Context: an optimization exercise on an open-source flow, tuned for small area. The choices shown serve that exercise and are no tape-out recipe.
RTL that was checked went through simulation tests only; none was proved equivalent to the original.
For run 2, only the layout was checked, not whether the RTL still works.
No activity file was given, so power comes from the tool's default toggle rates.

## flow/design.v (module list and top-level ports; edited modules follow where they fit)
// module jt51_sh: 20 lines
// module jt51_timers: 42 lines
// module jt51_timer: 50 lines
// module jt51_lfo_lfsr: 24 lines
// module jt51_lfo: 182 lines
// module jt51_phinc_rom: 1033 lines
// module jt51_pm: 65 lines
// module jt51_pg: 184 lines
// module jt51_eg: 299 lines
// module jt51_phrom: 45 lines
// module jt51_exprom: 45 lines
// module jt51_op: 207 lines
// module jt51_noise_lfsr: 21 lines
// module jt51_noise: 50 lines
// module jt51_exp2lin: 18 lines
// module jt51_lin2exp: 70 lines
// module jt51_acc: 120 lines
// module jt51_kon: 36 lines
// module jt51_mod: 36 lines
// module jt51_csr_op: 72 lines
// module jt51_csr_ch: 46 lines
// module jt51_reg: 199 lines
// module jt51_mmr: 254 lines
// module jt51: 260 lines
module jt51(
    input               rst,     
    input               clk,     
    (* direct_enable *) input cen,     
    (* direct_enable *) input cen_p1,  
    input               cs_n,    
    input               wr_n,    
    input               a0,
    input       [7:0]   din,  
    output      [7:0]   dout,  
    output              ct1,
    output              ct2,
    output              irq_n,   
    output              sample,  
    output  signed  [15:0] left,
    output  signed  [15:0] right,
    output  signed  [15:0] xleft,
    output  signed  [15:0] xright
);
  // ...
==> flow/run.sh <==
#!/bin/bash
# synth_recipe.tcl (not shown) runs the flow's synth.tcl, then flattens the netlist and writes it again
# the make line also repeats each setting of config.mk as NAME=value (left out here)
make -C /OpenROAD-flow-scripts/flow DESIGN_CONFIG=/design/flow/config.mk WORK_HOME=/design/flow/orfs CLKGATE_MAP_FILE= SYNTH_SCRIPT=/design/flow/synth_recipe.tcl finish
==> flow/config.mk <==
export PLATFORM = sky130hd
export DESIGN_NAME = jt51
export DESIGN_NICKNAME = jt51
export VERILOG_FILES = /design/flow/design.v
export SDC_FILE = /design/flow/constraint.sdc
export NUM_CORES = 4
export LEC_CHECK = 0
export CAP_MARGIN = 20
export CORE_MARGIN = 2
export CORE_UTILIZATION = 55
export CTS_BUF_LIST = sky130_fd_sc_hd__clkbuf_8
export SLEW_MARGIN = 20
export SYNTH_MEMORY_MAX_BITS = 65536
==> flow/constraint.sdc <==
create_clock -name core_clock -period 12.0 [get_ports {clk}]
set_input_delay 2.4000 -clock core_clock [delete_from_list [all_inputs] [get_ports {clk}]]
set_output_delay 2.4000 -clock core_clock [all_outputs]
set_load 0.01 [all_outputs]
==> flow_metrics.tcl, run 1 <==
set metrics [dict create \
    clk_root_buffer_cell "clkbuf_8" \
    core_um2 280000 \
    multi_input_cells 5303 \
    start_kind "flop" \
    critPathSlowestCell "dfrtp_4" \
    cts_tree "done" \
    startpoint "u_mmr.u_reg.wrapped" \
    multi_input_area_share 0.207 \
    swShare 0.291 \
    die_width_um 535 \
    synth.most_common_cell "edfxtp_1" \
    taps 3724 \
    area_growth_pct 11.0 \
    wl_um 317000 \
    clk_latency_ns 1.18 \
    clock_skew_ns 0.0808 \
    drc 0 \
    final_common_cell "edfxtp_1" \
    synth_top_family_by_area "compound AO/OA/AOI/OAI gates" \
    synth_simple_gate_area_frac 0.0688 \
    clkSlewWorstSetupHoldPaths_ns 0.06 \
    regMostFlops "u_mmr.u_reg.u_csr_op.u_reg0op.bits" \
    grt_setup_unrepaired "false" \
    hold_buffers 0 \
    pre_cts_ws_ns 1.72 \
    buffers 211 \
    min_from "u_pg.u_phsh.bits[11][5]" \
    io-pin-count 91 \
    vias 84599 \
    p_seq_frac 0.506 \
    crit_family "compound AO/OA/AOI/OAI gates" \
    syn_inst 10069 \
    status "complete, no violations" \
    synth-main-ff-cell "edfxtp_1" \
    regArea_um2 117000 \
    final_max_slew_viol_count 0 \
    finalCritPeriodShare 0.856 \
    largestClassByArea "sequential cells" \
    async_reset_ff_frac 0.0614 \
    synth_area_um2 155000 \
]
==> module jt51_sh, before the edit <==
module jt51_sh #(parameter width=5, stages=32, rstval=1'b0, vdepth=stages ) (
    input                           clk,
    input                           cen,
    input       [5:0]               fill,
    input       [width-1:0]         din,
    output      [width-1:0]         drop
);
reg [stages-1:0] bits[width-1:0];
wire valid = fill[5] || ( fill[4:0] >= vdepth );
genvar i;
generate
    for (i=0; i < width; i=i+1) begin: bit_shifter
        always @(posedge clk) begin
            if(cen)
                bits[i] <= {bits[i][stages-2:0], din[i]};
        end
        assign drop[i] = valid ? bits[i][stages-1] : rstval;
    end
endgenerate
endmodule
==> module jt51_pg, before the edit <==
module jt51_pg(
    input               rst,
    input               clk,
    input       [5:0]   fill,
    input               cen  ,
    input               zero,
    input       [6:0]   kc_I,
    input       [5:0]   kf_I,
    input       [3:0]   mul_VI,
    input       [2:0]   dt1_II,
    input       [1:0]   dt2_I,
    input       [7:0]   pm,
    input       [2:0]   pms_I,
    input               pg_rst_III,
    output  reg [ 4:0]  keycode_III,
    output      [ 9:0]  pg_phase_X
);
wire [19:0] ph_VII;
reg [19:0]  phase_base_VI, phase_step_VII, ph_VIII;
reg [17:0]  phase_base_IV, phase_base_V;
wire pg_rst_VII;
wire        [11:0]  phinc_III;
reg [ 9:0]  phinc_addr_III;
reg [13:0]  keycode_II;
reg [5:0]   dt1_kf_III;
reg [ 2:0]  dt1_kf_IV;
reg [4:0]   pow2;
reg [4:0]   dt1_offset_V;
reg [2:0]   pow2ind_IV;
reg  [2:0]  dt1_III, dt1_IV, dt1_V;
jt51_phinc_rom u_phinctable(
    .keycode( phinc_addr_III[9:0]  ),
    .phinc  ( phinc_III    )
);
always @(*) begin : calcpow2
    case( pow2ind_IV )
        3'd0: pow2 = 5'd16;
        3'd1: pow2 = 5'd17;
        3'd2: pow2 = 5'd19;
        3'd3: pow2 = 5'd20;
        3'd4: pow2 = 5'd22;
        3'd5: pow2 = 5'd24;
        3'd6: pow2 = 5'd26;
        3'd7: pow2 = 5'd29;
    endcase
end
reg [5:0] dt1_limit, dt1_unlimited;
reg [4:0] dt1_limited_IV;
always @(*) begin : dt1_limit_mux
    case( dt1_IV[1:0] )
        default: dt1_limit = 6'd8;
        2'd1: dt1_limit    = 6'd8;
        2'd2: dt1_limit    = 6'd16;
        2'd3: dt1_limit    = 6'd22;
    endcase
    case( dt1_kf_IV )
        3'd0:   dt1_unlimited = { 5'd0, pow2[4]   };  
        3'd1:   dt1_unlimited = { 4'd0, pow2[4:3] };  
        3'd2:   dt1_unlimited = { 3'd0, pow2[4:2] };  
        3'd3:   dt1_unlimited = { 2'd0, pow2[4:1] };
        3'd4:   dt1_unlimited = { 1'd0, pow2[4:0] };
        3'd5:   dt1_unlimited = { pow2[4:0], 1'd0 };
        default:dt1_unlimited = 6'd0;
    endcase
    dt1_limited_IV = dt1_unlimited > dt1_limit ?
                            dt1_limit[4:0] : dt1_unlimited[4:0];
end
reg signed [8:0] mod_I;
always @(*) begin
    case( pms_I )  
        3'd0: mod_I = 9'd0;
        3'd1: mod_I = { 7'd0, pm[6:5] };
        3'd2: mod_I = { 6'd0, pm[6:4] };
        3'd3: mod_I = { 5'd0, pm[6:3] };
        3'd4: mod_I = { 4'd0, pm[6:2] };
        3'd5: mod_I = { 3'd0, pm[6:1] };
        3'd6: mod_I = { 1'd0, pm[6:0], 1'b0 };
        3'd7: mod_I = {       pm[6:0], 2'b0 };
    endcase
end
reg [3:0]   octave_III;
wire [12:0] keycode_I;
jt51_pm u_pm(
    .kc_I   ( kc_I      ),
    .kf_I   ( kf_I      ),
    .add    ( ~pm[7]    ),
    .mod_I  ( mod_I     ),
    .kcex   ( keycode_I )
);
parameter dt2_lim2 = 8'd11 + 8'd64;
parameter dt2_lim3 = 8'd31 + 8'd64;
always @(posedge clk) if(cen) begin : phase_calculation
    case ( dt2_I )
        2'd0: keycode_II <=  { 1'b0, keycode_I } +
            (keycode_I[7:6]==2'd3 ? 14'd64:14'd0);
        2'd1: keycode_II <= { 1'b0, keycode_I } + 14'd512 +
            (keycode_I[7:6]==2'd3 ? 14'd64:14'd0);
        2'd2: keycode_II <= { 1'b0, keycode_I } + 14'd628 +
            (keycode_I[7:0]>dt2_lim2 ? 14'd64:14'd0);
        2'd3: keycode_II <= { 1'b0, keycode_I } + 14'd800 +
            (keycode_I[7:0]>dt2_lim3  ? 14'd64:14'd0);
    endcase
end
always @(posedge clk) if(cen) begin
    phinc_addr_III  <= keycode_II[9:0];
    octave_III  <= keycode_II[13:10];
    keycode_III <=  keycode_II[12:8];
    case( dt1_II[1:0] )
        2'd1:   dt1_kf_III  <=  keycode_II[13:8]    - (6'b1<<2);
        2'd2:   dt1_kf_III  <=  keycode_II[13:8]    + (6'b1<<2);
        2'd3:   dt1_kf_III  <=  keycode_II[13:8]    + (6'b1<<3);
        default:dt1_kf_III  <=  keycode_II[13:8];
    endcase
    dt1_III   <= dt1_II;
end
always @(posedge clk) if(cen) begin
    case( octave_III )
        4'd0:   phase_base_IV   <=  { 8'd0, phinc_III[11:2] };
        4'd1:   phase_base_IV   <=  { 7'd0, phinc_III[11:1] };
        4'd2:   phase_base_IV   <=  { 6'd0, phinc_III[11:0] };
        4'd3:   phase_base_IV   <=  { 5'd0, phinc_III[11:0], 1'b0 };
        4'd4:   phase_base_IV   <=  { 4'd0, phinc_III[11:0], 2'b0 };
        4'd5:   phase_base_IV   <=  { 3'd0, phinc_III[11:0], 3'b0 };
        4'd6:   phase_base_IV   <=  { 2'd0, phinc_III[11:0], 4'b0 };
        4'd7:   phase_base_IV   <=  { 1'd0, phinc_III[11:0], 5'b0 };
        4'd8:   phase_base_IV   <=  {       phinc_III[11:0], 6'b0 };
        default:phase_base_IV   <=  18'd0;
    endcase
    pow2ind_IV  <= dt1_kf_III[2:0];
    dt1_IV      <= dt1_III;
    dt1_kf_IV   <= dt1_kf_III[5:3];
end
always @(posedge clk) if(cen) begin
    if( phase_base_IV > 18'd82976 )
        phase_base_V <= 18'd82976;
    else
        phase_base_V <= phase_base_IV;
    dt1_offset_V <= dt1_limited_IV;
    dt1_V <= dt1_IV;
end
always @(posedge clk) if(cen) begin
    if( dt1_V[1:0]==2'd0 )
        phase_base_VI   <=  {2'b0, phase_base_V};
    else begin
        if( !dt1_V[2] )
            phase_base_VI   <= {2'b0, phase_base_V} + { 15'd0, dt1_offset_V };
        else
            phase_base_VI   <= {2'b0, phase_base_V} - { 15'd0, dt1_offset_V };
    end
end
always @(posedge clk) if(cen) begin
    if( mul_VI==4'd0 )
        phase_step_VII  <= { 1'b0, phase_base_VI[19:1] };
    else
        phase_step_VII  <= phase_base_VI * mul_VI;
end
always @(posedge clk) if(cen) begin
    ph_VIII <= pg_rst_VII ? 20'd0 : ph_VII + phase_step_VII;
end
reg [19:0] ph_IX;
always @(posedge clk) if(cen) begin
    ph_IX <= ph_VIII[19:0];
end
reg [19:0] ph_X;
wire ph_X_ok = fill[5] || fill[4:0] >= 5'd3;
assign pg_phase_X = ph_X_ok ? ph_X[19:10] : 10'd0;
always @(posedge clk) if(cen) begin
    ph_X  <= ph_IX;
end
jt51_sh #( .width(20), .stages(32-3), .vdepth(32) ) u_phsh(
    .fill   ( fill  ),
    .clk    ( clk       ),
    .cen    ( cen       ),
    .din    ( ph_X      ),
    .drop   ( ph_VII    )
);
jt51_sh #( .width(1), .stages(4) ) u_pgrstsh(
    .fill   ( fill  ),
    .clk    ( clk       ),
    .cen    ( cen       ),
    .din    ( pg_rst_III),
    .drop   ( pg_rst_VII)
);
endmodule
==> module jt51_eg, before the edit <==
module jt51_eg(
    input               rst,
    input               clk,
    input       [5:0]   fill,
    input               cen,
    input               zero,
    input       [4:0]   keycode_III,
    input       [4:0]   arate_II,
    input       [4:0]   rate1_II,
    input       [4:0]   rate2_II,
    input       [3:0]   rrate_II,
    input       [3:0]   d1l_I,
    input       [1:0]   ks_III,
    input               keyon_II,
    output  reg         pg_rst_III,
    input       [6:0]   tl_VII,
    input       [7:0]   am,
    input       [1:0]   ams_VII,
    input               amsen_VII,
    output      [9:0]   eg_XI
);
localparam ATTACK=2'd0,
           DECAY1=2'd1,
           DECAY2=2'd2,
           RELEASE=2'd3;
reg     [ 4:0]  d1level_II;
reg     [ 2:0]  cnt_V;
reg     [ 5:0]  rate_IV;
wire    [ 9:0]  eg_VI;
reg     [ 9:0]  eg_VII, eg_VIII;
wire    [ 9:0]  eg_II;
reg     [11:0]  sum_eg_tl_VII;
reg     step_V, step_VI;
reg     sum_up;
reg     [5:0]   rate_V;
reg     [5:1]   rate_VI;
reg     [ 1:0]  eg_cnt_base;
reg     [14:0]  eg_cnt;
reg     [ 9:0]  am_final_VII;
always @(posedge clk) begin : envelope_counter
    if( rst ) begin
        eg_cnt_base <= 2'd0;
        eg_cnt      <=15'd0;
    end
    else if(cen) begin
        if( zero ) begin
            if( eg_cnt_base == 2'd2 ) begin
                eg_cnt      <= eg_cnt + 1'b1;
                eg_cnt_base <= 2'd0;
            end
            else eg_cnt_base <= eg_cnt_base + 1'b1;
        end
    end
end
wire            cnt_out;  
reg     [6:0]   pre_rate_III;
reg     [4:0]   kshift_III;
reg     [4:0]   cfg_III;
always @(*) begin : pre_rate_calc
    kshift_III = keycode_III >> ~ks_III;
    pre_rate_III = { 1'b0, cfg_III, 1'b0 } + { 2'b0, kshift_III };
end
reg [7:0]   step_idx;
reg [1:0]   state_in_III, state_in_IV, state_in_V, state_in_VI;
always @(*) begin : rate_step
    if( rate_V[5:4]==2'b11 ) begin  
        if( rate_V[5:2]==4'hf && state_in_V == ATTACK)
            step_idx = 8'b11111111;  
        else
        case( rate_V[1:0] )
            2'd0: step_idx = 8'b00000000;
            2'd1: step_idx = 8'b10001000;  
            2'd2: step_idx = 8'b10101010;  
            2'd3: step_idx = 8'b11101110;  
        endcase
    end
    else begin
        if( rate_V[5:2]==4'd0 && state_in_V != ATTACK)
            step_idx = 8'b11111110;  
        else
        case( rate_V[1:0] )
            2'd0: step_idx = 8'b10101010;  
            2'd1: step_idx = 8'b11101010;  
            2'd2: step_idx = 8'b11101110;  
            2'd3: step_idx = 8'b11111110;  
        endcase
    end
    step_V = rate_V[5:2]==4'd0 ? 1'b0 : step_idx[ cnt_V ];
end
wire    ar_off_VI;
always @(posedge clk) if(cen) begin
    if( d1l_I == 4'd15 )
        d1level_II <= 5'h10;  
    else
        d1level_II <= {1'b0,d1l_I};
end
wire    keyon_last_II;
wire    keyon_now_II  = !keyon_last_II && keyon_II;
wire    keyoff_now_II = keyon_last_II && !keyon_II;
wire    ar_off_II = keyon_now_II && (arate_II == 5'h1f);
wire [1:0]  state_II;
always @(posedge clk) if(cen) begin
    pg_rst_III <= keyon_now_II;
    if( keyoff_now_II ) begin
        cfg_III <= { rrate_II, 1'b1 };
        state_in_III <= RELEASE;
    end
    else begin
        if( keyon_now_II ) begin
            cfg_III <= arate_II;
            state_in_III <= ATTACK;
        end
        else begin : sel_rate
            case ( state_II )
                ATTACK: begin
                    if( eg_II==10'd0 ) begin
                        state_in_III <= DECAY1;
                        cfg_III      <= rate1_II;
                    end
                    else begin
                        state_in_III <= state_II;  
                        cfg_III      <= arate_II;
                    end
                end
                DECAY1: begin
                    if( eg_II[9:5] >= d1level_II ) begin
                        cfg_III      <= rate2_II;
                        state_in_III <= DECAY2;
                    end
                    else begin
                        cfg_III      <= rate1_II;
                        state_in_III <= state_II;    
                    end
                end
                DECAY2: begin
                        cfg_III      <= rate2_II;
                        state_in_III <= state_II;    
                    end
                RELEASE: begin
                        cfg_III      <= { rrate_II, 1'b1 };
                        state_in_III <= state_II;    
                    end
            endcase
        end
    end
end
always @(posedge clk) if(cen) begin
    state_in_IV <= state_in_III;
    rate_IV <= pre_rate_III[6] ? 6'd63 : pre_rate_III[5:0];
end
always @(posedge clk) if(cen) begin
    state_in_V  <= state_in_IV;
    rate_V <= rate_IV;
    if( state_in_IV == ATTACK )
        case( rate_IV[5:2] )
            4'h0: cnt_V <= eg_cnt[13:11];
            4'h1: cnt_V <= eg_cnt[12:10];
            4'h2: cnt_V <= eg_cnt[11: 9];
            4'h3: cnt_V <= eg_cnt[10: 8];
            4'h4: cnt_V <= eg_cnt[ 9: 7];
            4'h5: cnt_V <= eg_cnt[ 8: 6];
            4'h6: cnt_V <= eg_cnt[ 7: 5];
            4'h7: cnt_V <= eg_cnt[ 6: 4];
            4'h8: cnt_V <= eg_cnt[ 5: 3];
            4'h9: cnt_V <= eg_cnt[ 4: 2];
            4'ha: cnt_V <= eg_cnt[ 3: 1];
            default: cnt_V <= eg_cnt[ 2: 0];
        endcase
    else
        case( rate_IV[5:2] )
            4'h0: cnt_V <= eg_cnt[14:12];
            4'h1: cnt_V <= eg_cnt[13:11];
            4'h2: cnt_V <= eg_cnt[12:10];
            4'h3: cnt_V <= eg_cnt[11: 9];
            4'h4: cnt_V <= eg_cnt[10: 8];
            4'h5: cnt_V <= eg_cnt[ 9: 7];
            4'h6: cnt_V <= eg_cnt[ 8: 6];
            4'h7: cnt_V <= eg_cnt[ 7: 5];
            4'h8: cnt_V <= eg_cnt[ 6: 4];
            4'h9: cnt_V <= eg_cnt[ 5: 3];
            4'ha: cnt_V <= eg_cnt[ 4: 2];
            4'hb: cnt_V <= eg_cnt[ 3: 1];
            default: cnt_V <= eg_cnt[ 2: 0];
        endcase
end
always @(posedge clk) if(cen) begin
    state_in_VI <= state_in_V;
    rate_VI     <= rate_V[5:1];
    sum_up      <= cnt_V[0] != cnt_out;
    step_VI     <= step_V;
end
reg [8:0] ar_sum0_VI;
reg [9:0] ar_result_VI, ar_sum_VI;
always @(*) begin : ar_calculation
    casez( rate_VI[5:2] )
        default: ar_sum0_VI = { 3'd0, eg_VI[9:4] } + 9'd1;
        4'b1100: ar_sum0_VI = { 3'd0, eg_VI[9:4] } + 9'd1;
        4'b1101: ar_sum0_VI = { 2'd0, eg_VI[9:3] } + 9'd1;
        4'b111?: ar_sum0_VI = { 1'd0, eg_VI[9:2] } + 9'd1;
    endcase
    if( rate_VI[5:4] == 2'b11 )
        ar_sum_VI = step_VI ? { ar_sum0_VI, 1'b0 } : { 1'b0, ar_sum0_VI };
    else
        ar_sum_VI = step_VI ? { 1'b0, ar_sum0_VI } : 10'd0;
    ar_result_VI = ar_sum_VI<eg_VI ? eg_VI-ar_sum_VI : 10'd0;
end
always @(posedge clk) if(cen) begin
    if( ar_off_VI )
        eg_VII <= 10'd0;
    else
    if( state_in_VI == ATTACK ) begin
        if( sum_up && eg_VI != 10'd0 )
            if( rate_VI[5:1]==5'hf )
                eg_VII <= 10'd0;
            else
                eg_VII <= ar_result_VI;
        else
            eg_VII <= eg_VI;
    end
    else begin : DECAY_SUM
        if( sum_up ) begin
            if ( eg_VI<= (10'd1023-10'd8) )
                case( rate_VI[5:2] )
                    4'b1100: eg_VII <= eg_VI + { 8'd0, step_VI, ~step_VI };  
                    4'b1101: eg_VII <= eg_VI + { 7'd0, step_VI, ~step_VI, 1'b0 };  
                    4'b1110: eg_VII <= eg_VI + { 6'd0, step_VI, ~step_VI, 2'b0 };  
                    4'b1111: eg_VII <= eg_VI + 10'd8; 
                    default: eg_VII <= eg_VI + { 8'd0, step_VI, 1'b0 };
                endcase
            else eg_VII <= 10'h3FF;
        end
        else eg_VII <= eg_VI;
    end
end
always @(*) begin : sum_eg_and_tl
    casez( {amsen_VII, ams_VII } )
        3'b0_??,
        3'b1_00: am_final_VII = 10'd0;
        3'b1_01: am_final_VII = { 2'b0, am };        
        3'b1_10: am_final_VII = { 1'b0, am, 1'b0 };   
        3'b1_11: am_final_VII = { am, 2'b0       };   
    endcase
    sum_eg_tl_VII = { 2'b0, tl_VII, 3'd0 }  
                  + { 2'b0, eg_VII       }  
                  + { 2'b0, am_final_VII };
end
always @(posedge clk) if(cen) begin
    eg_VIII <= |sum_eg_tl_VII[11:10] ? {10{1'b1}} : sum_eg_tl_VII[9:0];
end
jt51_sh #( .width(10), .stages(3) ) u_egpadding (
    .fill   ( fill  ),
    .clk    ( clk       ),
    .cen    ( cen       ),
    .din    ( eg_VIII   ),
    .drop   ( eg_XI     )
);
jt51_sh #( .width(10), .stages(32-7+2), .rstval(1'b1) ) u_eg1sh(
    .fill   ( fill  ),
    .clk    ( clk       ),
    .cen    ( cen       ),
    .din    ( eg_VII    ),
    .drop   ( eg_II     )
);
jt51_sh #( .width(10), .stages(4), .rstval(1'b1) ) u_eg2sh(
    .fill   ( fill  ),
    .clk    ( clk       ),
    .cen    ( cen       ),
    .din    ( eg_II     ),
    .drop   ( eg_VI     )
);
jt51_sh #( .width(1), .stages(4) ) u_aroffsh(
    .fill   ( fill  ),
    .clk    ( clk       ),
    .cen    ( cen       ),
    .din    ( ar_off_II ),
    .drop   ( ar_off_VI )
);
jt51_sh #( .width(1), .stages(32) ) u_konsh(
    .fill   ( fill  ),
    .clk    ( clk       ),
    .din    ( keyon_II  ),
    .cen    ( cen       ),
    .drop   ( keyon_last_II )
);
jt51_sh #( .width(1), .stages(32) ) u_cntsh(
    .fill   ( fill  ),
    .clk    ( clk       ),
    .cen    ( cen       ),
    .din    ( cnt_V[0]  ),
    .drop   ( cnt_out   )
);
jt51_sh #( .width(2), .stages(32-3+2), .rstval(1'b1) ) u_statesh(
    .fill   ( fill  ),
    .clk    ( clk       ),
    .cen    ( cen       ),
    .din    ( state_in_III  ),
    .drop   ( state_II )
);
endmodule
==> module jt51_phrom, before the edit <==
module jt51_phrom
(
	input [4:0] addr,
	input clk,
	input cen,
	output [45:0] ph
);
	reg [45:0] sinetable[31:0];
	initial
	begin
	sinetable[5'd0 ] = 46'b0001100000100100010001000010101010101001010010;
	sinetable[5'd1 ] = 46'b0001100000110100000100000010010001001101000001;
	sinetable[5'd2 ] = 46'b0001100000110100000100110010001011001101100000;
	sinetable[5'd3 ] = 46'b0001110000010000000000110010110001001101110010;
	sinetable[5'd4 ] = 46'b0001110000010000001100000010111010001101101001;
	sinetable[5'd5 ] = 46'b0001110000010100001001100010000000101101111010;
	sinetable[5'd6 ] = 46'b0001110000010100001101100010010011001101011010;
	sinetable[5'd7 ] = 46'b0001110000011100000101010010111000101111111100;
	sinetable[5'd8 ] = 46'b0001110000111000000001110010101110001101110111;
	sinetable[5'd9 ] = 46'b0001110000111000010100111000011101011010100110;
	sinetable[5'd10] = 46'b0001110000111100011000011000111100001001111010;
	sinetable[5'd11] = 46'b0001110000111100011100111001101011001001110111;
	sinetable[5'd12] = 46'b0100100001010000010001011001001000111010110111;
	sinetable[5'd13] = 46'b0100100001010100010001001001110001111100101010;
	sinetable[5'd14] = 46'b0100100001010100010101101101111110100101000110;
	sinetable[5'd15] = 46'b0100100011100000001000011001010110101101111001;
	sinetable[5'd16] = 46'b0100100011100100001000101011100101001011101111;
	sinetable[5'd17] = 46'b0100100011101100000111011010000001011010110001;
	sinetable[5'd18] = 46'b0100110011001000000111101010000010111010111111;
	sinetable[5'd19] = 46'b0100110011001100001011011110101110110110000001;
	sinetable[5'd20] = 46'b0100110011101000011010111011001010001101110001;
	sinetable[5'd21] = 46'b0100110011101101011010110101111001010100001111;
	sinetable[5'd22] = 46'b0111000010000001010111000101010101010110010111;
	sinetable[5'd23] = 46'b0111000010000101010111110111110101010010111011;
	sinetable[5'd24] = 46'b0111000010110101101000101100001000010000011001;
	sinetable[5'd25] = 46'b0111010010011001100100011110100100010010010010;
	sinetable[5'd26] = 46'b0111010010111010100101100101000000110100100011;
	sinetable[5'd27] = 46'b1010000010011010101101011101100001110010011010;
	sinetable[5'd28] = 46'b1010000010111111111100100111010100010000111001;
	sinetable[5'd29] = 46'b1010010111110100110010001100111001010110100000;
	sinetable[5'd30] = 46'b1011010111010011111011011110000100110010100001;
	sinetable[5'd31] = 46'b1110011011110001111011100111100001110110100111;
	end
assign ph = sinetable[addr];
endmodule
==> module jt51_exprom, before the edit <==
module jt51_exprom
(
    input [4:0]         addr,
    input               clk,
    input               cen,
    output [44:0] exp
);
    reg [44:0] explut[31:0];
    initial
    begin
    explut[0] = 45'b111110101011010110001011010000010010111011011;
    explut[1] = 45'b111101010011010101000011001100101110110101011;
    explut[2] = 45'b111011111011010011110111001000110010101110011;
    explut[3] = 45'b111010100101010010101111000100110010101000011;
    explut[4] = 45'b111001001101010001100111000000110010100001011;
    explut[5] = 45'b110111111011010000011110111101010010011011011;
    explut[6] = 45'b110110100011001111010110111001010010010100100;
    explut[7] = 45'b110101001011001110001110110101110010001110011;
    explut[8] = 45'b110011111011001101000110110001110010001000011;
    explut[9] = 45'b110010100011001011111110101110010010000010011;
    explut[10] = 45'b110001010011001010111010101010010001111011011;
    explut[11] = 45'b101111111011001001110010100110110001110101011;
    explut[12] = 45'b101110101011001000101010100011001101101111011;
    explut[13] = 45'b101101010101000111100110011111010001101001011;
    explut[14] = 45'b101100000011000110100010011011110001100011011;
    explut[15] = 45'b101010110011000101011110011000010001011101011;
    explut[16] = 45'b101001100011000100011010010100101101010111011;
    explut[17] = 45'b101000010011000011010010010001001101010001011;
    explut[18] = 45'b100111000011000010010010001101101101001011011;
    explut[19] = 45'b100101110011000001001110001010001101000101011;
    explut[20] = 45'b100100100011000000001010000110010000111111011;
    explut[21] = 45'b100011010010111111001010000011001100111001011;
    explut[22] = 45'b100010000010111110000101111111101100110011011;
    explut[23] = 45'b100000110010111101000001111100001100101101011;
    explut[24] = 45'b011111101010111100000001111000101100101000010;
    explut[25] = 45'b011110011010111011000001110101001100100010011;
    explut[26] = 45'b011101001010111010000001110001110000011100011;
    explut[27] = 45'b011100000010111001000001101110010000010110011;
    explut[28] = 45'b011010110010111000000001101011001100010001011;
    explut[29] = 45'b011001101010110111000001100111101100001011011;
    explut[30] = 45'b011000100000110110000001100100010000000110010;
    explut[31] = 45'b010111010010110101000001100001001100000000011;
    end
assign exp = explut[addr];
endmodule
==> module jt51_op, before the edit <==
module jt51_op(
    input               rst,
    input               clk,
    input       [5:0]   fill,
    input               cen,             
    input       [9:0]   pg_phase_X,
    input       [2:0]   con_I,
    input       [2:0]   fb_II,
    input       [9:0]   eg_atten_XI,
    input               use_prevprev1,
    input               use_internal_x,
    input               use_internal_y,    
    input               use_prev2,
    input               use_prev1,
    input               test_214,
    input               m1_enters,
    input               c1_enters,
    output signed   [13:0]  op_XVII
);
wire signed [13:0] prev1, prevprev1, prev2;
jt51_sh #( .width(14), .stages(8)) prev1_buffer(
    .fill   ( fill  ),
    .clk    ( clk   ),
    .cen    ( cen   ),
    .din    ( c1_enters ? op_XVII : prev1 ),
    .drop   ( prev1 )
);
jt51_sh #( .width(14), .stages(8)) prevprev1_buffer(
    .fill   ( fill  ),
    .clk    ( clk   ),
    .cen    ( cen   ),
    .din    ( c1_enters ? prev1 : prevprev1 ),
    .drop   ( prevprev1 )
);
jt51_sh #( .width(14), .stages(8)) prev2_buffer(
    .fill   ( fill  ),
    .clk    ( clk   ),
    .cen    ( cen   ),
    .din    ( m1_enters ? op_XVII : prev2 ),
    .drop   ( prev2 )
);
reg [13:0]  x,  y;
reg [14:0]  xs, ys, pm_preshift_II;
reg         m1_II;
always @(*) begin
    x  = ( {14{use_prevprev1}}  & prevprev1 ) |
          ( {14{use_internal_x}} & op_XVII ) |
          ( {14{use_prev2}}      & prev2 );
    y  = ( {14{use_prev1}}      & prev1 ) |
          ( {14{use_internal_y}} & op_XVII );
    xs = { x[13], x };  
    ys = { y[13], y };  
end
always @(posedge clk) if(cen) begin
    pm_preshift_II <= xs + ys;  
    m1_II <= m1_enters;
end
reg  [9:0]  phasemod_II;
wire [9:0]  phasemod_X;
always @(*) begin
    if (!m1_II )  
        phasemod_II = pm_preshift_II[10:1];  
    else  
        case( fb_II )
            3'd0: phasemod_II = 10'd0;      
            3'd1: phasemod_II = { {4{pm_preshift_II[14]}}, pm_preshift_II[14:9] };
            3'd2: phasemod_II = { {3{pm_preshift_II[14]}}, pm_preshift_II[14:8] };
            3'd3: phasemod_II = { {2{pm_preshift_II[14]}}, pm_preshift_II[14:7] };
            3'd4: phasemod_II = {    pm_preshift_II[14],   pm_preshift_II[14:6] };
            3'd5: phasemod_II = pm_preshift_II[14:5];
            3'd6: phasemod_II = pm_preshift_II[13:4];
            3'd7: phasemod_II = pm_preshift_II[12:3];
            default: phasemod_II = 10'dx;
        endcase
end
jt51_sh #( .width(10), .stages(8)) phasemod_sh(
    .fill   ( fill  ),
    .clk    ( clk           ),
    .cen    ( cen           ),
    .din    ( phasemod_II   ),
    .drop   ( phasemod_X    )
);
reg [ 9:0]  phase;
reg [ 7:0]  phaselo_XI, aux_X;
reg signbit_X;
always @(*) begin
    phase   = phasemod_X + pg_phase_X;
    aux_X   = phase[7:0] ^ {8{~phase[8]}};
    signbit_X = phase[9];
end
always @(posedge clk) if(cen) begin    
    phaselo_XI <= aux_X;
end
wire [45:0] sta_XI;
jt51_phrom u_phrom(
    .clk    ( clk       ),
    .cen    ( cen       ),
    .addr   ( phaselo_XI[5:1]),
    .ph     ( sta_XI    )
);
reg [18:0]  stb;
reg [10:0]  stf, stg;
reg [11:0]  logsin;
reg [10:0]  subtresult;
reg [11:0]  atten_internal_XI;
always @(*) begin
    case( phaselo_XI[7:6] )
        2'b00: stb = { 10'b0, sta_XI[29], sta_XI[25], 2'b0, sta_XI[18], 
            sta_XI[14], 1'b0, sta_XI[7] , sta_XI[3] };
        2'b01: stb = { 6'b0 , sta_XI[37], sta_XI[34], 2'b0, sta_XI[28], 
            sta_XI[24], 2'b0, sta_XI[17], sta_XI[13], sta_XI[10], sta_XI[6], sta_XI[2] };
        2'b10: stb = { 2'b0, sta_XI[43], sta_XI[41], 2'b0, sta_XI[36],
            sta_XI[33], 2'b0, sta_XI[27], sta_XI[23], 1'b0, sta_XI[20],
            sta_XI[16], sta_XI[12], sta_XI[9], sta_XI[5], sta_XI[1] };
        2'b11: stb = {
              sta_XI[45], sta_XI[44], sta_XI[42], sta_XI[40]
            , sta_XI[39], sta_XI[38], sta_XI[35], sta_XI[32]
            , sta_XI[31], sta_XI[30], sta_XI[26], sta_XI[22]
            , sta_XI[21], sta_XI[19], sta_XI[15], sta_XI[11]
            , sta_XI[8], sta_XI[4], sta_XI[0] };
        default: stb = 19'dx;
    endcase
    stf = { stb[18:15], stb[12:11], stb[8:7], stb[4:3], stb[0] };
    if( phaselo_XI[0] )
        stg = { 2'b0, stb[14], stb[14:13], stb[10:9], stb[6:5], stb[2:1] };
    else
        stg = 11'd0;
    logsin = stf + stg;  
    subtresult = eg_atten_XI + logsin[11:2];
    atten_internal_XI = { subtresult[9:0], logsin[1:0] } | {12{subtresult[10]}};
end
wire [44:0] exp_XII;
reg  [11:0] totalatten_XII;
reg  [12:0] etb;
reg  [ 9:0] etf;
reg  [ 2:0] etg;
jt51_exprom u_exprom(
    .clk    ( clk           ),
    .cen    ( cen           ),
    .addr   ( totalatten_XII[5:1] ),
    .exp    ( exp_XII       )
);
always @(posedge clk) if(cen) begin
    totalatten_XII <= atten_internal_XI;
end
always @(*) begin    
    case( totalatten_XII[7:6] )
        2'b00: begin
                etf = { 1'b1, exp_XII[44:36]  };
                etg = { 1'b1, exp_XII[35:34] };             
            end
        2'b01: begin
                etf = exp_XII[33:24];
                etg = { 2'b10, exp_XII[23] };               
            end
        2'b10: begin
                etf = { 1'b0, exp_XII[22:14]  };
                etg = exp_XII[13:11];               
            end
        2'b11: begin
                etf = { 2'b00, exp_XII[10:3]  };
                etg = exp_XII[2:0];
            end
    endcase 
end
reg [9:0]   mantissa_XIII;
reg [3:0]   exponent_XIII;
always @(posedge clk) if(cen) begin
    mantissa_XIII <= etf + { 7'd0, totalatten_XII[0] ? 3'd0 : etg };  
    exponent_XIII <= totalatten_XII[11:8];
end
reg [12:0]  shifter, shifter_2, shifter_3;
always @(*) begin    
    shifter = { 3'b001, mantissa_XIII };
    case( ~exponent_XIII[1:0] )
        2'b00: shifter_2 = { 1'b0, shifter[12:1] };  
        2'b01: shifter_2 = shifter;
        2'b10: shifter_2 = { shifter[11:0], 1'b0 };
        2'b11: shifter_2 = { shifter[10:0], 2'b0 };
    endcase
    case( ~exponent_XIII[3:2] )
        2'b00: shifter_3 = {12'b0, shifter_2[12]   };
        2'b01: shifter_3 = { 8'b0, shifter_2[12:8] };
        2'b10: shifter_3 = { 4'b0, shifter_2[12:4] };
        2'b11: shifter_3 = shifter_2;
    endcase
end
reg signed [13:0] op_XIII;
wire signbit_XIII;
always @(*) begin
    op_XIII = ({ test_214, shifter_3 } ^ {14{signbit_XIII}}) + {13'd0, signbit_XIII};               
end
jt51_sh #( .width(14), .stages(4)) out_padding(
    .fill   ( fill  ),
    .clk    ( clk       ),
    .cen    ( cen       ),
    .din    ( op_XIII   ),  
    .drop   ( op_XVII   )
);
jt51_sh #( .width(1), .stages(3)) shsignbit(
    .fill   ( fill  ),
    .clk    ( clk       ),
    .cen    ( cen       ),
    .din    ( signbit_X ),
    .drop   ( signbit_XIII  )
);
endmodule
==> module jt51_acc, before the edit <==
module jt51_acc(
    input                   rst,
    input                   clk,
    input       [5:0]   fill,
    input                   cen,
    input                   m1_enters,
    input                   m2_enters,
    input                   c1_enters,
    input                   c2_enters,
    input                   op31_acc,
    input           [1:0]   rl_I,
    input           [2:0]   con_I,
    input   signed  [13:0]  op_out,
    input                   ne,      
    input   signed  [11:0]  noise_mix,
    output  signed  [15:0]  left,
    output  signed  [15:0]  right,
    output  reg signed  [15:0]  xleft,   
    output  reg signed  [15:0]  xright
);
reg signed [13:0] op_val;
always @(*) begin
    if( ne && op31_acc )  
        op_val = { {2{noise_mix[11]}}, noise_mix };
    else
        op_val = op_out;
end
reg sum_en;
always @(*) begin
    case ( con_I )
        3'd0,3'd1,3'd2,3'd3:    sum_en = m2_enters;
        3'd4:                   sum_en = m1_enters | m2_enters;
        3'd5,3'd6:              sum_en = ~c1_enters;
        3'd7:                   sum_en = 1'b1;
        default:                sum_en = 1'bx;
    endcase
end
wire ren = rl_I[1];
wire len = rl_I[0];
reg signed [16:0] pre_left, pre_right;
wire signed [15:0] total;
wire signed [16:0] total_ex = {total[15],total};
reg sum_all;
wire rst_sum = c2_enters;
function signed [15:0] lim16;
    input signed [16:0] din;
    lim16 = !din[16] &&  din[15] ? 16'h7fff :
           ( din[16] && !din[15] ? 16'h8000 : din[15:0] );
endfunction
always @(posedge clk) begin
    if( rst ) begin
        sum_all <= 1'b0;
        pre_left  <= 17'd0;
        pre_right <= 17'd0;
        xleft     <= 16'd0;
        xright    <= 16'd0;
    end
    else if(cen) begin
        if( rst_sum )  begin
            sum_all <= 1'b1;
            if( !sum_all ) begin
                pre_right <= ren ? total_ex : 17'd0;
                pre_left  <= len ? total_ex : 17'd0;
            end
            else begin
                pre_right <= pre_right + (ren ? total_ex : 17'd0);
                pre_left  <= pre_left  + (len ? total_ex : 17'd0);
            end
        end
        if( c1_enters ) begin
            sum_all <= 1'b0;
            xleft  <= lim16(pre_left);
            xright <= lim16(pre_right);
        end
    end
end
reg  signed [15:0] opsum;
wire signed [16:0] opsum10 = {{3{op_val[13]}},op_val}+{total[15],total};
always @(*) begin
    if( rst_sum )
        opsum = sum_en ? { {2{op_val[13]}}, op_val } : 16'd0;
    else begin
        if( sum_en )
            if( opsum10[16]==opsum10[15] )
                opsum = opsum10[15:0];
            else begin
                opsum = opsum10[16] ? 16'h8000 : 16'h7fff;
            end
        else
            opsum = total;
    end
end
jt51_sh #(.width(16),.stages(8)) u_acc(
    .fill   ( fill  ),
    .clk    ( clk       ),
    .cen    ( cen       ),
    .din    ( opsum     ),
    .drop   ( total     )
);
wire signed [9:0] left_man, right_man;
wire [2:0] left_exp, right_exp;
jt51_exp2lin left_reconstruct(
    .lin( left      ),
    .man( left_man  ),
    .exp( left_exp  )
);
jt51_exp2lin right_reconstruct(
    .lin( right     ),
    .man( right_man ),
    .exp( right_exp )
);
jt51_lin2exp left2exp(
  .lin( xleft    ),
  .man( left_man ),
  .exp( left_exp ) );
jt51_lin2exp right2exp(
  .lin( xright    ),
  .man( right_man ),
  .exp( right_exp ) );
endmodule
==> module jt51_kon, before the edit <==
module jt51_kon(
    input           rst,
    input           clk,
    input       [5:0]   fill,
    input           cen,
    input   [3:0]   keyon_op,
    input   [2:0]   keyon_ch,
    input   [1:0]   cur_op,
    input   [2:0]   cur_ch,
    input           up_keyon,
    input           csm,
    input           overflow_A,
    output  reg     keyon_II
);
reg din;
wire drop;
reg [3:0] cur_op_hot;
always @(posedge clk) if (cen)
    keyon_II <= (csm&&overflow_A) || drop;
always @(*) begin
    case( cur_op )
        2'd0: cur_op_hot = 4'b0001;  
        2'd1: cur_op_hot = 4'b0100;  
        2'd2: cur_op_hot = 4'b0010;  
        2'd3: cur_op_hot = 4'b1000;  
    endcase
    din = keyon_ch==cur_ch && up_keyon ? |(keyon_op&cur_op_hot) : drop;
end
jt51_sh #(.width(1),.stages(32)) u_konch(
    .fill   ( fill  ),
    .clk    ( clk       ),
    .cen    ( cen       ),
    .din    ( din       ),
    .drop   ( drop      )
);
endmodule
==> module jt51_csr_op, before the edit <==
module jt51_csr_op(
    input               rst,
    input               clk,
    input       [5:0]   fill,
    input               cen,
    input        [ 7:0] din,
    input               up_dt1_op,  
    input               up_mul_op,  
    input               up_tl_op,   
    input               up_ks_op,   
    input               up_amsen_op,
    input               up_dt2_op,  
    input               up_d1l_op,  
    input               up_ar_op,   
    input               up_d1r_op,  
    input               up_d2r_op,  
    input               up_rr_op, 
    output        [2:0] dt1,
    output        [3:0] mul,
    output        [6:0] tl,
    output        [1:0] ks,
    output              amsen, 
    output        [1:0] dt2,
    output        [3:0] d1l,
    output        [4:0] arate,
    output        [4:0] rate1,
    output        [4:0] rate2,
    output        [3:0] rrate
);
wire    [2:0]   dt1_in  = din[6:4];
wire    [3:0]   mul_in  = din[3:0];
wire    [6:0]   tl_in   = din[6:0];
wire    [1:0]   ks_in   = din[7:6];
wire            amsen_in= din[7];
wire    [1:0]   dt2_in  = din[7:6];
wire    [3:0]   d1l_in  = din[7:4];
wire    [4:0]   ar_in   = din[4:0];
wire    [4:0]   d1r_in  = din[4:0];
wire    [4:0]   d2r_in  = din[4:0];
wire    [3:0]   rr_in   = din[3:0];
wire [30:0] reg0_in = {   
        up_dt1_op   ? dt1_in    : dt1,           
        up_mul_op   ? mul_in    : mul,           
        up_ks_op    ? ks_in     : ks,            
        up_amsen_op ? amsen_in  : amsen,         
        up_dt2_op   ? dt2_in    : dt2,           
        up_d1l_op   ? d1l_in    : d1l,           
        up_ar_op    ? ar_in     : arate,         
        up_d1r_op   ? d1r_in    : rate1,         
        up_d2r_op   ? d2r_in    : rate2    };    
wire [10:0] reg1_in = {
        up_tl_op    ? tl_in     : tl,            
        up_rr_op    ? rr_in     : rrate    };    
wire [30:0] reg0_out;
wire [10:0] reg1_out;
assign { dt1, mul, ks, amsen, dt2, d1l, arate, rate1, rate2, tl, rrate  } 
    = {reg0_out, reg1_out};
jt51_sh #( .width(31), .stages(32)) u_reg0op(
    .fill   ( fill  ),
    .clk    ( clk      ),
    .cen    ( cen      ),
    .din    ( reg0_in  ),
    .drop   ( reg0_out )
);
jt51_sh #( .width(11), .stages(32), .rstval(1'b1)) u_reg1op(
    .fill   ( fill  ),
    .clk    ( clk      ),
    .cen    ( cen      ),
    .din    ( reg1_in  ),
    .drop   ( reg1_out )
);
endmodule
==> module jt51_csr_ch, before the edit <==
module jt51_csr_ch(
    input         rst,
    input         clk,
    input       [5:0]   fill,
    input         cen,
    input  [ 7:0] din,
    input         up_rl_ch,  
    input         up_fb_ch,  
    input         up_con_ch, 
    input         up_kc_ch,  
    input         up_kf_ch,  
    input         up_ams_ch, 
    input         up_pms_ch, 
    output  [1:0] rl,
    output  [2:0] fb,
    output  [2:0] con,
    output  [6:0] kc,
    output  [5:0] kf,
    output  [1:0] ams,
    output  [2:0] pms
);
wire    [1:0]   rl_in   = din[7:6];
wire    [2:0]   fb_in   = din[5:3];
wire    [2:0]   con_in  = din[2:0];
wire    [6:0]   kc_in   = din[6:0];
wire    [5:0]   kf_in   = din[7:2];
wire    [1:0]   ams_in  = din[1:0];
wire    [2:0]   pms_in  = din[6:4];
wire [25:0] reg_in = {   
        up_rl_ch    ? rl_in     : rl,
        up_fb_ch    ? fb_in     : fb,
        up_con_ch   ? con_in    : con,
        up_kc_ch    ? kc_in     : kc,
        up_kf_ch    ? kf_in     : kf,
        up_ams_ch   ? ams_in    : ams,
        up_pms_ch   ? pms_in    : pms   };
wire [25:0] reg_out;
assign { rl, fb, con, kc, kf, ams, pms  } = reg_out;
jt51_sh #( .width(26), .stages(8)) u_regop(
    .fill   ( fill  ),
    .clk    ( clk     ),
    .cen    ( cen     ),
    .din    ( reg_in  ),
    .drop   ( reg_out )
);
endmodule
==> run 2: changes to the inputs <==
--- a/flow/design.v
+++ b/flow/design.v
@@ -1,19 +1,20 @@
-module jt51_sh #(parameter width=5, stages=32, rstval=1'b0, vdepth=stages ) (
+module jt51_sh #(parameter width=5, stages=32, rstval=1'b0 ) (
+    input                           rst,
     input                           clk,
     input                           cen,
-    input       [5:0]               fill,
     input       [width-1:0]         din,
     output      [width-1:0]         drop
 );
 reg [stages-1:0] bits[width-1:0];
-wire valid = fill[5] || ( fill[4:0] >= vdepth );
 genvar i;
 generate
     for (i=0; i < width; i=i+1) begin: bit_shifter
-        always @(posedge clk) begin
-            if(cen)
+        always @(posedge clk, posedge rst) begin
+            if(rst)
+                bits[i] <= {stages{rstval}};
+            else if(cen)
                 bits[i] <= {bits[i][stages-2:0], din[i]};
         end
-        assign drop[i] = valid ? bits[i][stages-1] : rstval;
+        assign drop[i] = bits[i][stages-1];
     end
 endgenerate
@@ -1419,5 +1420,4 @@
     input               rst,
     input               clk,
-    input       [5:0]   fill,
     input               cen  ,
     input               zero,
@@ -1572,19 +1572,30 @@
         phase_step_VII  <= phase_base_VI * mul_VI;
 end
-always @(posedge clk) if(cen) begin
-    ph_VIII <= pg_rst_VII ? 20'd0 : ph_VII + phase_step_VII;
+always @(posedge clk, posedge rst) begin
+    if( rst )
+        ph_VIII <= 20'd0;
+    else if(cen) begin
+        ph_VIII <= pg_rst_VII ? 20'd0 : ph_VII + phase_step_VII;
+    end
 end
 reg [19:0] ph_IX;
-always @(posedge clk) if(cen) begin
-    ph_IX <= ph_VIII[19:0];
+always @(posedge clk, posedge rst) begin
+    if( rst )
+        ph_IX <= 20'd0;
+    else if(cen) begin
+        ph_IX <= ph_VIII[19:0];
+    end
 end
 reg [19:0] ph_X;
-wire ph_X_ok = fill[5] || fill[4:0] >= 5'd3;
-assign pg_phase_X = ph_X_ok ? ph_X[19:10] : 10'd0;
-always @(posedge clk) if(cen) begin
-    ph_X  <= ph_IX;
+assign pg_phase_X = ph_X[19:10];
+always @(posedge clk, posedge rst) begin
+    if( rst ) begin
+        ph_X  <= 20'd0;
+    end else if(cen) begin
+        ph_X  <= ph_IX;
+    end
 end
-jt51_sh #( .width(20), .stages(32-3), .vdepth(32) ) u_phsh(
-    .fill   ( fill  ),
+jt51_sh #( .width(20), .stages(32-3) ) u_phsh(
+    .rst    ( rst       ),
     .clk    ( clk       ),
     .cen    ( cen       ),
@@ -1593,5 +1604,5 @@
 );
 jt51_sh #( .width(1), .stages(4) ) u_pgrstsh(
-    .fill   ( fill  ),
+    .rst    ( rst       ),
     .clk    ( clk       ),
     .cen    ( cen       ),
@@ -1603,5 +1614,4 @@
     input               rst,
     input               clk,
-    input       [5:0]   fill,
     input               cen,
     input               zero,
@@ -1850,5 +1860,5 @@
 end
 jt51_sh #( .width(10), .stages(3) ) u_egpadding (
-    .fill   ( fill  ),
+    .rst    ( rst       ),
     .clk    ( clk       ),
     .cen    ( cen       ),
@@ -1857,5 +1867,5 @@
 );
 jt51_sh #( .width(10), .stages(32-7+2), .rstval(1'b1) ) u_eg1sh(
-    .fill   ( fill  ),
+    .rst    ( rst       ),
     .clk    ( clk       ),
     .cen    ( cen       ),
@@ -1864,5 +1874,5 @@
 );
 jt51_sh #( .width(10), .stages(4), .rstval(1'b1) ) u_eg2sh(
-    .fill   ( fill  ),
+    .rst    ( rst       ),
     .clk    ( clk       ),
     .cen    ( cen       ),
@@ -1871,5 +1881,5 @@
 );
 jt51_sh #( .width(1), .stages(4) ) u_aroffsh(
-    .fill   ( fill  ),
+    .rst    ( rst       ),
     .clk    ( clk       ),
     .cen    ( cen       ),
@@ -1878,5 +1888,5 @@
 );
 jt51_sh #( .width(1), .stages(32) ) u_konsh(
-    .fill   ( fill  ),
+    .rst    ( rst       ),
     .clk    ( clk       ),
     .din    ( keyon_II  ),
@@ -1885,5 +1895,5 @@
 );
 jt51_sh #( .width(1), .stages(32) ) u_cntsh(
-    .fill   ( fill  ),
+    .rst    ( rst       ),
     .clk    ( clk       ),
     .cen    ( cen       ),
@@ -1892,5 +1902,5 @@
 );
 jt51_sh #( .width(2), .stages(32-3+2), .rstval(1'b1) ) u_statesh(
-    .fill   ( fill  ),
+    .rst    ( rst       ),
     .clk    ( clk       ),
     .cen    ( cen       ),
@@ -1904,5 +1914,5 @@
 	input clk,
 	input cen,
-	output [45:0] ph
+	output reg [45:0] ph
 );
 	reg [45:0] sinetable[31:0];
@@ -1942,5 +1952,6 @@
 	sinetable[5'd31] = 46'b1110011011110001111011100111100001110110100111;
 	end
-assign ph = sinetable[addr];
+	always @ (posedge clk) if(cen)
+		ph <= sinetable[addr];
 endmodule
 module jt51_exprom
@@ -1949,5 +1960,5 @@
     input               clk,
     input               cen,
-    output [44:0] exp
+    output reg [44:0]   exp
 );
     reg [44:0] explut[31:0];
@@ -1987,10 +1998,11 @@
     explut[31] = 45'b010111010010110101000001100001001100000000011;
     end
-assign exp = explut[addr];
+    always @ (posedge clk) if(cen) begin
+        exp <= explut[addr];
+    end
 endmodule
 module jt51_op(
     input               rst,
     input               clk,
-    input       [5:0]   fill,
     input               cen,             
     input       [9:0]   pg_phase_X,
@@ -2010,5 +2022,5 @@
 wire signed [13:0] prev1, prevprev1, prev2;
 jt51_sh #( .width(14), .stages(8)) prev1_buffer(
-    .fill   ( fill  ),
+    .rst    ( rst   ),
     .clk    ( clk   ),
     .cen    ( cen   ),
@@ -2017,5 +2029,5 @@
 );
 jt51_sh #( .width(14), .stages(8)) prevprev1_buffer(
-    .fill   ( fill  ),
+    .rst    ( rst   ),
     .clk    ( clk   ),
     .cen    ( cen   ),
@@ -2024,5 +2036,5 @@
 );
 jt51_sh #( .width(14), .stages(8)) prev2_buffer(
-    .fill   ( fill  ),
+    .rst    ( rst   ),
     .clk    ( clk   ),
     .cen    ( cen   ),
@@ -2065,5 +2077,5 @@
 end
 jt51_sh #( .width(10), .stages(8)) phasemod_sh(
-    .fill   ( fill  ),
+    .rst    ( rst           ),
     .clk    ( clk           ),
     .cen    ( cen           ),
@@ -2086,5 +2098,5 @@
     .clk    ( clk       ),
     .cen    ( cen       ),
-    .addr   ( phaselo_XI[5:1]),
+    .addr   ( aux_X[5:1]),
     .ph     ( sta_XI    )
 );
@@ -2128,5 +2140,5 @@
     .clk    ( clk           ),
     .cen    ( cen           ),
-    .addr   ( totalatten_XII[5:1] ),
+    .addr   ( atten_internal_XI[5:1] ),
     .exp    ( exp_XII       )
 );
@@ -2182,5 +2194,5 @@
 end
 jt51_sh #( .width(14), .stages(4)) out_padding(
-    .fill   ( fill  ),
+    .rst    ( rst       ),
     .clk    ( clk       ),
     .cen    ( cen       ),
@@ -2189,5 +2201,5 @@
 );
 jt51_sh #( .width(1), .stages(3)) shsignbit(
-    .fill   ( fill  ),
+    .rst    ( rst       ),
     .clk    ( clk       ),
     .cen    ( cen       ),
@@ -2358,5 +2370,4 @@
     input                   rst,
     input                   clk,
-    input       [5:0]   fill,
     input                   cen,
     input                   m1_enters,
@@ -2448,5 +2459,5 @@
 end
 jt51_sh #(.width(16),.stages(8)) u_acc(
-    .fill   ( fill  ),
+    .rst    ( rst       ),
     .clk    ( clk       ),
     .cen    ( cen       ),
@@ -2478,5 +2489,4 @@
     input           rst,
     input           clk,
-    input       [5:0]   fill,
     input           cen,
     input   [3:0]   keyon_op,
@@ -2504,5 +2514,5 @@
 end
 jt51_sh #(.width(1),.stages(32)) u_konch(
-    .fill   ( fill  ),
+    .rst    ( rst       ),
     .clk    ( clk       ),
     .cen    ( cen       ),
@@ -2550,5 +2560,4 @@
     input               rst,
     input               clk,
-    input       [5:0]   fill,
     input               cen,
     input        [ 7:0] din,
@@ -2605,5 +2614,5 @@
     = {reg0_out, reg1_out};
 jt51_sh #( .width(31), .stages(32)) u_reg0op(
-    .fill   ( fill  ),
+    .rst    ( rst      ),
     .clk    ( clk      ),
     .cen    ( cen      ),
@@ -2612,5 +2621,5 @@
 );
 jt51_sh #( .width(11), .stages(32), .rstval(1'b1)) u_reg1op(
-    .fill   ( fill  ),
+    .rst    ( rst      ),
     .clk    ( clk      ),
     .cen    ( cen      ),
@@ -2622,5 +2631,4 @@
     input         rst,
     input         clk,
-    input       [5:0]   fill,
     input         cen,
     input  [ 7:0] din,
@@ -2658,5 +2666,5 @@
 assign { rl, fb, con, kc, kf, ams, pms  } = reg_out;
 jt51_sh #( .width(26), .stages(8)) u_regop(
-    .fill   ( fill  ),
+    .rst    ( rst     ),
     .clk    ( clk     ),
     .cen    ( cen     ),
@@ -2718,6 +2726,5 @@
     output  [1:0]   cur_op,
     output  reg     op31_no,
-    output  reg     op31_acc,
-    output  [5:0]   fill
+    output  reg     op31_acc
 );
 reg     kon, koff;
@@ -2731,6 +2738,4 @@
 end
 reg [4:0]   cur;
-reg         wrapped;     
-assign fill = { wrapped, cur };
 always @(posedge clk) if(cen) begin
     op31_no  <= cur == 5'o10;
@@ -2773,5 +2778,4 @@
     if( rst ) begin
         cur     <= 5'h0;
-        wrapped <= 1'b0;
         zero    <= 1'b0;
         half    <= 1'b0;
@@ -2779,5 +2783,4 @@
     else if(cen) begin
         cur     <= next;
-        if( &cur ) wrapped <= 1'b1;
         zero    <= next== 5'd0;
         half    <= next[3:0] == 4'd0;
@@ -2788,5 +2791,4 @@
 wire [2:0] keyon_ch = din[2:0];
 jt51_kon u_kon (
-    .fill       (  fill         ),
     .rst       (rst       ),
     .clk       (clk       ),
@@ -2814,5 +2816,4 @@
 );
 jt51_csr_op u_csr_op(
-    .fill       (  fill         ),
     .rst            (  rst          ),
     .clk            (  clk          ),
@@ -2843,5 +2844,4 @@
 );
 jt51_csr_ch u_csr_ch(
-    .fill       (  fill         ),
     .rst        (  rst          ),
     .clk        (  clk          ),
@@ -2924,6 +2924,5 @@
     output          use_internal_y,
     output          use_prev2,
-    output          use_prev1,
-    output  [5:0]   fill
+    output          use_prev1
 );
 reg [7:0] selected_register, din_copy ;
@@ -3114,6 +3113,5 @@
     .use_internal_y ( use_internal_y    ),
     .use_prev2      ( use_prev2         ),
-    .use_prev1      ( use_prev1         ),
-    .fill           ( fill              )
+    .use_prev1      ( use_prev1         )
 );
 endmodule
@@ -3145,5 +3143,4 @@
 wire        zero, half;
 wire [4:0]  cycles;
-wire [5:0]  fill;
 jt51_timers u_timers(
     .clk        ( clk           ),
@@ -3217,5 +3214,4 @@
 /*verilator tracing_on*/
 jt51_pg u_pg(
-    .fill       ( fill      ),
     .rst        ( rst       ),
     .clk        ( clk       ),               
@@ -3235,5 +3231,4 @@
 wire [9:0]  eg_XI;
 jt51_eg u_eg(
-    .fill       ( fill      ),
     .rst        ( rst       ),
     .clk        ( clk       ),
@@ -3258,5 +3253,4 @@
 wire signed [13:0] op_out;
 jt51_op u_op(
-    .fill       ( fill      ),
     .rst            ( rst               ),
     .clk            ( clk               ),
@@ -3291,5 +3285,4 @@
 );
 jt51_acc u_acc(
-    .fill       ( fill      ),
     .rst        ( rst           ),
     .clk        ( clk           ),
@@ -3374,6 +3367,5 @@
     .use_internal_y ( use_internal_y    ),
     .use_prev2      ( use_prev2         ),
-    .use_prev1      ( use_prev1         ),
-    .fill           ( fill              )
+    .use_prev1      ( use_prev1         )
 );
 endmodule
--- a/flow/config.mk
+++ b/flow/config.mk
@@ -8,6 +8,5 @@
 export CAP_MARGIN = 20
 export CORE_MARGIN = 2
-export CORE_UTILIZATION = 55
-export CTS_BUF_LIST = sky130_fd_sc_hd__clkbuf_8
+export CORE_UTILIZATION = 40
 export SLEW_MARGIN = 20
 export SYNTH_MEMORY_MAX_BITS = 65536
==> run 2 against run 1 <==
- via count rose by 22%
- sequential share of layout area fell by 16 points
- synthesized area rose by 14%
- clock skew fell by 0.020 ns
- critical path type unchanged
==> flow_metrics.tcl, run 2 <==
set metrics [dict create \
    cp.required_ns 12.67 \
    gp_congestion 0.868 \
    synth_top_cell_area_share 0.394 \
    crit_family "compound AO/OA/AOI/OAI gates" \
    firstDrtPassIters 6 \
    vias 102929 \
    whs_ns 0.392 \
    p_per_area_nw_per_um2 285 \
    area_growth_pct 11.6 \
    r2r-end "u_pg.keycode_II[10]" \
    fill_cells 40152 \
    reg2reg_from "u_mmr.u_reg.u_csr_ch.u_regop.bits[1][7]" \
    synth_area_um2 178000 \
    first_iter_violations 7915 \
    leakagePower_nw 85.2 \
    critPathSlowestCell "dfrtp_1" \
    core_um2 442000 \
    synth.most_common_cell "mux2_2" \
    finalNetCount 13906 \
    dieHeight_um 670 \
    synth.avg_cell_area_um2 13.0 \
    regArea_um2 102000 \
    synth_cell_types 109 \
    grt_max_degree 212 \
    grt_setup_unrepaired "false" \
    cts_sinks 3984 \
    ys_seq_elements 3984 \
    clock.fmax_mhz 106 \
    hp-class "flop to flop" \
    yosysWarningCount 48 \
    grt_pass1_wl_um 567000 \
    fin_util 0.448 \
    period_needed_ns 9.46 \
    min_from "u_pg.dt1_kf_III[5]" \
    reg2reg_slack_ns 2.54 \
    synth_largest_area_cell "dfrtp_1" \
    regMostFlops "u_mmr.u_reg.u_csr_op.u_reg0op.bits" \
    numPortBuffers 84 \
    rr_worst_depth 39 \
    hold_buffers 0 \
    syn_inst 13659 \
    crit_path_end_kind "flop" \
    maxSlewHeadroom 0.237 \
    synth-main-ff-cell "dfrtp_1" \
    cts.repair.resized 0 \
    worstHoldEndpoint "u_pg.dt1_kf_IV[2]" \
    pre_cts_ws_ns 2.60 \
    htreeDepth 5 \
    viasPerCell 5.21 \
    drive_above_1_share 0.359 \
    netlist_top_cells_count "mux2_2 (3288), dfrtp_1 (2797), dfstp_2 (748)" \
    initial_core_util 0.402 \
    grt_pass1_vias 101922 \
    biggestRegsByFlops "u_mmr.u_reg.u_csr_op.u_reg0op.bits (992), u_pg.u_phsh.bits (580), u_mmr.u_reg.u_csr_op.u_reg1op.bits (352)" \
    worstMarginPinSlew_ns 1.13 \
    drc 0 \
    synth_edf_count 329 \
    status "complete, no violations" \
    clk_latency_ns 0.98 \
    async_reset_ff_frac 0.890 \
    synth-seq-area-share 0.573 \
    final_max_slew_viol_count 0 \
    num_rows 244 \
    clock_skew_ns 0.0607 \
    postCtsSetupBuffers 0 \
    worst_hold_path.num_cells 0 \
    antenna_found_initial 4 \
    clkSlewWorstSetupHoldPaths_ns 0.06 \
    cts_tree "done" \
    final_common_cell "mux2_2" \
    crit_buf_inv 4 \
    overflow 0 \
    cp.arrival_ns 10.13 \
    setup_viol 0 \
    dieArea_um2 449000 \
    io-pin-count 91 \
    wl_um 345000 \
    start_kind "flop" \
    drtAntennaViolNets 0 \
    clockBufferDepth 4 \
    cp_max_fo 20 \
    clk_root_buffer_cell "clkbuf_16" \
    final_cell_mix "mux2_2 (3288), dfrtp_1 (2793), dfstp_2 (748)" \
    wl_per_cell_um 17.5 \
    maxCapViolations 0 \
    irDropWorstVdd_uv 539 \
    crit_type "flop to flop" \
    startpoint "u_mmr.u_reg.u_csr_ch.u_regop.bits[1][7]" \
    multi_input_area_um2 71700 \
    dp_hpwl_um 214000 \
    hold_viol 0 \
    groute.usage.overall 0.150 \
    netlist_top_cells_area "dfrtp_1 (39%), mux2_2 (21%), dfstp_2 (11%)" \
    largest_register_ffs 992 \
    finalCritPeriodShare 0.788 \
    cts_buffers 404 \
    die_width_um 670 \
    setup_ws_ns 2.54 \
    critPathMaxStageDelay_ns 0.79 \
]
-- run 2: cells by family after synthesis --
kind of cell               share of synthesized area
buffers and inverters                         0.0240
AOI/OAI and AO/OA                             0.0732
adders and majority gates                     0.0307
other                                      0.0000211
and+or+nand+nor                               0.0578
muxes                                          0.225
xor gates and xnor gates                      0.0161
DFF                                            0.573
-- run 2: layout make-up --
type | count | share of cell area
timing repair buffer | 253 | 0.0125
antenna | 9 | 0.000114
sequential | 3984 | 0.514
clock inverter | 145 | 0.00834
multi-input combinational | 8579 | 0.362
clock buffer | 611 | 0.0611
tap | 5904 | 0.0373
inverter | 277 | 0.00527
-- run 2: worst max-delay path by stage --
stage / endpoint / slack (ns) / cells after the start
2_1_floorplan: u_acc.u_acc.bits[0][0] / -2.37 / 2
3_3_place_gp: u_pg.keycode_II[13] / 2.46 / 39
3_5_place_dp: u_pg.keycode_II[10] / 2.60 / 39
4_1_cts: u_pg.keycode_II[10] / 2.50 / 39
5_1_grt: u_pg.keycode_II[9] / 1.50 / 39
6_report: u_pg.keycode_II[10] / 2.54 / 39
-- run 2: routing by layer --
layer | vias up | GRT usage | wire length (um)
li1 | 48691 | - | -
met1 | 51829 | 0.220 | 167000
met2 | 1805 | 0.231 | 154000
met3 | 604 | 0.0218 | 14500
met4 | 0 | 0.0463 | 9790
met5 | - | 0 | 0
-- run 2: power breakdown --
part           internal, W  switching, W  total (W)
Sequential          0.0199       0.00302     0.0229
Combinational      0.00915        0.0114     0.0206
Clock              0.00753       0.00534     0.0129
Total               0.0366        0.0198     0.0564
-- run 2: through the flow --
stage               total power [W]  std cells  area [um2]  TNS [ns]
global route                 0.0603      19758      198000         0
floorplan                    0.0379      13664      178000  -6637.76
global placement             0.0433      18995      184000         0
finish                       0.0564      19762      198000         0
detailed placement           0.0436      18995      184000         0
CTS                          0.0568      19751      198000         0

==> static timing again, ports no longer ideal <==
How much do the figures lean on ideal ports? The routed layouts below were timed once more, with nothing changed but the port constraints.
Step 1 assumes that a clkbuf_16 drives the clock port and a buf_2 every other input.
Step 2 adds t to the input delays and takes it off the output delays; t is the mean of the earliest and latest rising clock arrival at the registers after step 1. Input paths then give back, and output paths get back, about the clock's delay inside the block.
Slacks: no drivers / after step 1 / after step 2; pairs: no drivers / after step 1.
run | t (ns) | slack for setup (ns) | latest minus earliest clock arrival (ns) | slew at the worst register clock pin (ns) | pins driven straight from the clock port
run 1 | 1.227 | 1.729 / 1.729 / 1.729 | 0.108 / 0.108 | 0.07 / 0.07 | 1
run 2 | 1.067 | 2.544 / 2.544 / 2.544 | 0.074 / 0.074 | 0.08 / 0.08 | 1
After both steps setup and hold are still met in every run listed.
